Source: an optimization exercise on an open RTL-to-GDS flow (aim: small area and a short achievable clock period). Production flows keep margins and buffers that such runs may drop.
At most, simulation tests tie the RTL to the original design; equivalence was not proved.

## before
// MrSimSimulation
module MrSimSimulation(input clk, input reset,
    input [63:0] io_enq_dat,
    input  io_enq_val,
    output io_enq_rdy,
    output[63:0] io_deq_dat,
    output io_deq_val,
    input  io_deq_rdy
);
Settings: LEC_CHECK=0, CAP_MARGIN=20, CORE_MARGIN=2, CORE_UTILIZATION=40, CTS_BUF_LIST=sky130_fd_sc_hd__clkbuf_8, CTS_CLUSTER_SIZE=40, PLACE_DENSITY=0.6, SLEW_MARGIN=20, SYNTH_HIERARCHICAL=1, SYNTH_MINIMUM_KEEP_SIZE=0; clock period 17.0 ns.
standard.sh (not shown) runs the stock make flow with config.mk's settings and CLKGATE_MAP_FILE= SYNTH_SCRIPT=/design/flow/synth_recipe.tcl, a recipe that flattens the netlist after the stock synthesis.
==> flow/flow/run.sh <==
#!/bin/bash
# Standard synthesis, then the standard layout with the resizer aiming for a setup slack margin.
set -euo pipefail
bash standard.sh synth > synth.log 2>&1
bash standard.sh SETUP_SLACK_MARGIN=12.5  finish > layout.log 2>&1
Input changes introduced in after (baseline for comparison: before):
- a change of PLACE_DENSITY from 0.6 to 0.75
- a change of CORE_UTILIZATION from 40 to 60
==> flow/flow/run.sh <==
#!/bin/bash
# Standard synthesis, then the standard layout with the resizer aiming for a setup slack margin
# and small port buffers.
set -euo pipefail
bash standard.sh synth > synth.log 2>&1
bash standard.sh SETUP_SLACK_MARGIN=12.5 BUFFER_PORTS_ARGS='-buffer_cell sky130_fd_sc_hd__buf_1'  finish > layout.log 2>&1
--- outcome ---
after was carried through to the last stage, and its layout satisfied the timing, DRC and antenna checks. before did not stop at any stage, and its layout met the timing, DRC and antenna checks. Diff before and after: worst slack at placement lower in before. Slew at the pin with the worst max-slew slack: after > before. sky130_fd_sc_hd__o21ai_2 as the cell with the largest stage delay on the worst path was reported by after, and sky130_fd_sc_hd__edfxtp_1 by before. [compare] base=before new=after: vias after detailed routing about even, via count of the first global-routing pass fell 1.4%, share of the cycle needed by the critical path after routing fell 0.18 points. Going from before to after, global-route usage grows by 7.0 points. Met1 routed wirelength after detailed routing (after vs. before) decreases by a little under 10%.
Function was not checked in any run of this note: the RTL went through the layout flow alone.


## run A
MrSimSimulation, a different RTL version from the one above (not shown whole).
For scale: about 1300 cells after synthesis, roughly 130 I/O pins.
==> flow/config.mk <==
export PLATFORM = sky130hd
export DESIGN_NAME = MrSimSimulation
export DESIGN_NICKNAME = MrSimSimulation
export VERILOG_FILES = /design/flow/design.v
export SDC_FILE = /design/flow/constraint.sdc
export NUM_CORES = 4
export LEC_CHECK = 0
export CAP_MARGIN = 20
export CORE_MARGIN = 2
export CORE_UTILIZATION = 40
export PLACE_DENSITY = 0.6
export SLEW_MARGIN = 20
export SYNTH_HIERARCHICAL = 1
export SYNTH_MINIMUM_KEEP_SIZE = 0
==> flow/constraint.sdc <==
create_clock -name core_clock -period 17.0 [get_ports {clk}]
set_input_delay 3.4000 -clock core_clock [delete_from_list [all_inputs] [get_ports {clk}]]
set_output_delay 3.4000 -clock core_clock [all_outputs]
set_load 0.01 [all_outputs]
==> flow/flow/run.sh <==
#!/bin/bash
# Standard synthesis, then the standard layout with the resizer aiming for a setup slack margin,
# small port buffers and a smaller clock tree.
set -euo pipefail
bash standard.sh synth > synth.log 2>&1
bash standard.sh SETUP_SLACK_MARGIN=12.5 BUFFER_PORTS_ARGS='-buffer_cell sky130_fd_sc_hd__buf_1' 'CTS_ARGS=-sink_clustering_enable -repair_clock_nets -dont_use_dummy_load -buf_list sky130_fd_sc_hd__clkbuf_16 -sink_clustering_size 30 -sink_clustering_max_diameter 100' finish > layout.log 2>&1
--- input diff run A..run B ---
==> flow/flow/run.sh <==
#!/bin/bash
# Standard synthesis, then the standard layout with the resizer aiming for a setup slack margin,
# small port buffers and a smaller clock tree.
set -euo pipefail
bash standard.sh synth > synth.log 2>&1
bash standard.sh SETUP_SLACK_MARGIN=12.4 BUFFER_PORTS_ARGS='-buffer_cell sky130_fd_sc_hd__buf_1' 'CTS_ARGS=-sink_clustering_enable -repair_clock_nets -dont_use_dummy_load -buf_list sky130_fd_sc_hd__clkbuf_16 -sink_clustering_size 30 -sink_clustering_max_diameter 100' finish > layout.log 2>&1
- Comparing run A and run B, the higher clock-buffer cell count is on run A.
- Clock skew: run B vs run A down 22 ps
- Share of post-route cells with drive strength above 1, run A and run B, lower one = run B.
- Per the comparison of run B with run A, total global-route track usage decreased by 0.43 points relative to the old numbers; final worst-path cycle share closely matched the old numbers.
--- input diff run B..run C ---
==> flow/flow/run.sh <==
#!/bin/bash
# Standard synthesis, then the standard layout with the resizer aiming for a setup slack margin,
# small port buffers and a smaller clock tree.
set -euo pipefail
bash standard.sh synth > synth.log 2>&1
bash standard.sh SETUP_SLACK_MARGIN=12.35 BUFFER_PORTS_ARGS='-buffer_cell sky130_fd_sc_hd__buf_1' 'CTS_ARGS=-sink_clustering_enable -repair_clock_nets -dont_use_dummy_load -buf_list sky130_fd_sc_hd__clkbuf_8 -sink_clustering_size 40' finish > layout.log 2>&1
## What came out
- The final critical-path share of the clock period in run C sits 0.46 points above the value recorded for run B.
- Delta (run C minus run B): number of max-slew violations in the final report saw little to no change; worst endpoint required time saw an increase.
- Critical-path cell with the highest stage delay = sky130_fd_sc_hd__a21oi_1: run C; critical-path cell with the highest stage delay = sky130_fd_sc_hd__fa_2: run B


v34:
RTL: one of the versions met above, not the one the previous note started from.
For scale: ~1400 cells after synthesis, ~230 flip-flops, ~16000 um^2 of cells after synthesis.
==> flow/config.mk <==
export PLATFORM = sky130hd
export DESIGN_NAME = MrSimSimulation
export DESIGN_NICKNAME = MrSimSimulation
export VERILOG_FILES = /design/flow/design.v
export SDC_FILE = /design/flow/constraint.sdc
export NUM_CORES = 4
export LEC_CHECK = 0
export CAP_MARGIN = 20
export CORE_MARGIN = 2
export CORE_UTILIZATION = 40
export CTS_BUF_LIST = sky130_fd_sc_hd__clkbuf_8
export CTS_CLUSTER_SIZE = 40
export PLACE_DENSITY = 0.6
export SLEW_MARGIN = 20
export SYNTH_HIERARCHICAL = 1
export SYNTH_MINIMUM_KEEP_SIZE = 0
==> flow/constraint.sdc <==
create_clock -name core_clock -period 17.0 [get_ports {clk}]
set_input_delay 3.4000 -clock core_clock [delete_from_list [all_inputs] [get_ports {clk}]]
set_output_delay 3.4000 -clock core_clock [all_outputs]
set_load 0.01 [all_outputs]
==> flow/flow/run.sh <==
#!/bin/bash
# Standard synthesis, then the standard layout with the resizer aiming for a setup slack margin
# and small port buffers.
set -euo pipefail
bash standard.sh synth > synth.log 2>&1
bash standard.sh SETUP_SLACK_MARGIN=12.5 BUFFER_PORTS_ARGS='-buffer_cell sky130_fd_sc_hd__buf_1'  finish > layout.log 2>&1
Having completed the whole flow, v34 delivered a layout that passed the timing, DRC and antenna checks.
#### Input delta (v18 over v34)
- CTS_CLUSTER_SIZE removed (was 40)
- CTS_BUF_LIST removed (was sky130_fd_sc_hd__clkbuf_8)
==> flow/flow/run.sh <==
#!/bin/bash
# Standard synthesis, then the standard layout with the resizer aiming for a setup slack margin.
set -euo pipefail
bash standard.sh synth > synth.log 2>&1
bash standard.sh SETUP_SLACK_MARGIN=12.5  finish > layout.log 2>&1
Findings:
Delta (v18 minus v34): total met3 wirelength after detailed routing fell by about 20%; highest cell delay on the worst timing path stayed essentially flat; pin slew with the least headroom to its limit fell by 0.13 ns; clock buffer count from CTS fell by 13.
Largest net degree at the start of global routing, v18 vs v34: up by a few percent
The multi-input gate area in the final layout of v18 exceeds that of v34 by 2.6%.
v18: area growth from synthesis to layout is 6.7 points higher than what v34 reported.
Any difference in portion of the clock cycle consumed by the worst path in the final layout between v18 and v34 is small enough to ignore.
No functional check of the RTL was part of any run of this note.


## v6
MrSimSimulation with an RTL version that a note above also has.
Size in the first run: ~1,300 cells after synthesis, ~220 flip-flops, roughly 130 I/O pins, roughly 16,000 um^2 of cells after synthesis.
==> flow/design.v (excerpt) <==
module MrSimSimulation(input clk, input reset,
    input [63:0] io_enq_dat,
    input  io_enq_val,
    output io_enq_rdy,
    output[63:0] io_deq_dat,
    output io_deq_val,
    input  io_deq_rdy
);
clock: 17.0 ns
lec_check: 0
cap_margin: 20
core_margin: 2
core_utilization: 40
place_density: 0.6
slew_margin: 20
synth_hierarchical: 1
synth_minimum_keep_size: 0
==> flow/flow/run.sh <==
#!/bin/bash
# Standard synthesis, then the standard layout with the resizer aiming for a setup slack margin,
# small port buffers and a smaller clock tree.
set -euo pipefail
bash standard.sh synth > synth.log 2>&1
bash standard.sh SETUP_SLACK_MARGIN=12.5 BUFFER_PORTS_ARGS='-buffer_cell sky130_fd_sc_hd__buf_1' 'CTS_ARGS=-sink_clustering_enable -repair_clock_nets -dont_use_dummy_load -buf_list sky130_fd_sc_hd__clkbuf_8 -sink_clustering_size 40' finish > layout.log 2>&1
#### Input delta (v7 over v6)
- changing CORE_UTILIZATION from 40 to 55
- changing PLACE_DENSITY from 0.6 to 0.7
- v7 vs v6, instance count: v7 lower
- Clock-pin slew on the worst setup and hold paths across v7 and v6: no real change.
- Between v7 and v6, the clock skew is lower for v7.
- v7 reports a higher buffer count excluding the clock tree in the final layout than v6 does.
- Relative to v6, non-clock buffer share of cell area increased by 0.52 points in v7.


Another version of the RTL of MrSimSimulation (not shown whole).
Size in the first run: about 1300 cells after synthesis, about 130 I/O pins.
clock: 17.0 ns
lec_check: 0
cap_margin: 20
core_margin: 2
core_utilization: 40
place_density: 0.6
slew_margin: 20
synth_hierarchical: 1
synth_minimum_keep_size: 0
==> flow/flow/run.sh <==
#!/bin/bash
# Standard synthesis, then the standard layout with the resizer aiming for a setup slack margin,
# small port buffers and a smaller clock tree.
set -euo pipefail
bash standard.sh synth > synth.log 2>&1
bash standard.sh SETUP_SLACK_MARGIN=12.4 BUFFER_PORTS_ARGS='-buffer_cell sky130_fd_sc_hd__buf_1' 'CTS_ARGS=-sink_clustering_enable -repair_clock_nets -dont_use_dummy_load -buf_list sky130_fd_sc_hd__clkbuf_16 -sink_clustering_size 30 -sink_clustering_max_diameter 100' finish > layout.log 2>&1
Rerun with:
==> flow/flow/run.sh (replaced) <==
#!/bin/bash
# Standard synthesis, then the standard layout with the resizer aiming for a setup slack margin,
# small port buffers and a smaller clock tree.
set -euo pipefail
bash standard.sh synth > synth.log 2>&1
bash standard.sh SETUP_SLACK_MARGIN=12.5 BUFFER_PORTS_ARGS='-buffer_cell sky130_fd_sc_hd__buf_1' 'CTS_ARGS=-sink_clustering_enable -repair_clock_nets -dont_use_dummy_load -buf_list sky130_fd_sc_hd__clkbuf_16 -sink_clustering_size 30 -sink_clustering_max_diameter 100' finish > layout.log 2>&1
The new run ran to the end with no violations.
Worst hold slack barely changes.
Flip-flop and latch count does not change.
Core utilization rose by 0.99 points.
Setup slack got worse by 0.0035 ns.
Final cell count rose by 0.86%.

-- port drivers added, routing unchanged --
In the flow no input, the clock included, has a driving cell. The finished layouts below were timed again as built, in two steps.
Step 1: set_driving_cell puts a clkbuf_16 on clk and a buf_2 on each other input, an assumption about the parent block.
Step 2, shift: input delay + t, output delay - t, t = (earliest + latest rising clock arrival at the registers) / 2. This alone moves slack from input paths to output paths.
Three values: no drivers, after step 1, after step 2; two values: the first two.
run | shift t [ns] | setup WS [ns] | worst setup path after step 2
before | 0.600 | 12.449 / 12.398 / 11.925 | input to register
after | 0.589 | 12.480 / 12.489 / 11.914 | input to register
run A | 0.510 | 12.459 / 12.459 / 11.997 | input to register
run B | 0.510 | 12.470 / 12.491 / 11.990 | input to register
run C | 0.559 | 12.393 / 12.416 / 11.857 | input to register
v34 | 0.601 | 12.472 / 12.423 / 11.946 | input to register
v18 | 0.587 | 12.474 / 12.422 / 11.930 | input to register
v6 | 0.584 | 12.490 / 12.469 / 11.920 | input to register
v7 | 0.550 | 12.496 / 12.496 / 11.970 | input to register
the first run of note 5 | 0.482 | 12.427 / 12.433 / 11.964 | input to register
the second run of note 5 | 0.465 | 12.423 / 12.419 / 11.954 | input to register
After both steps setup and hold are still met in every run listed. The setup slack of v6, which loses most, moves by -0.021 ns with the drivers and by -0.570 ns with both steps.
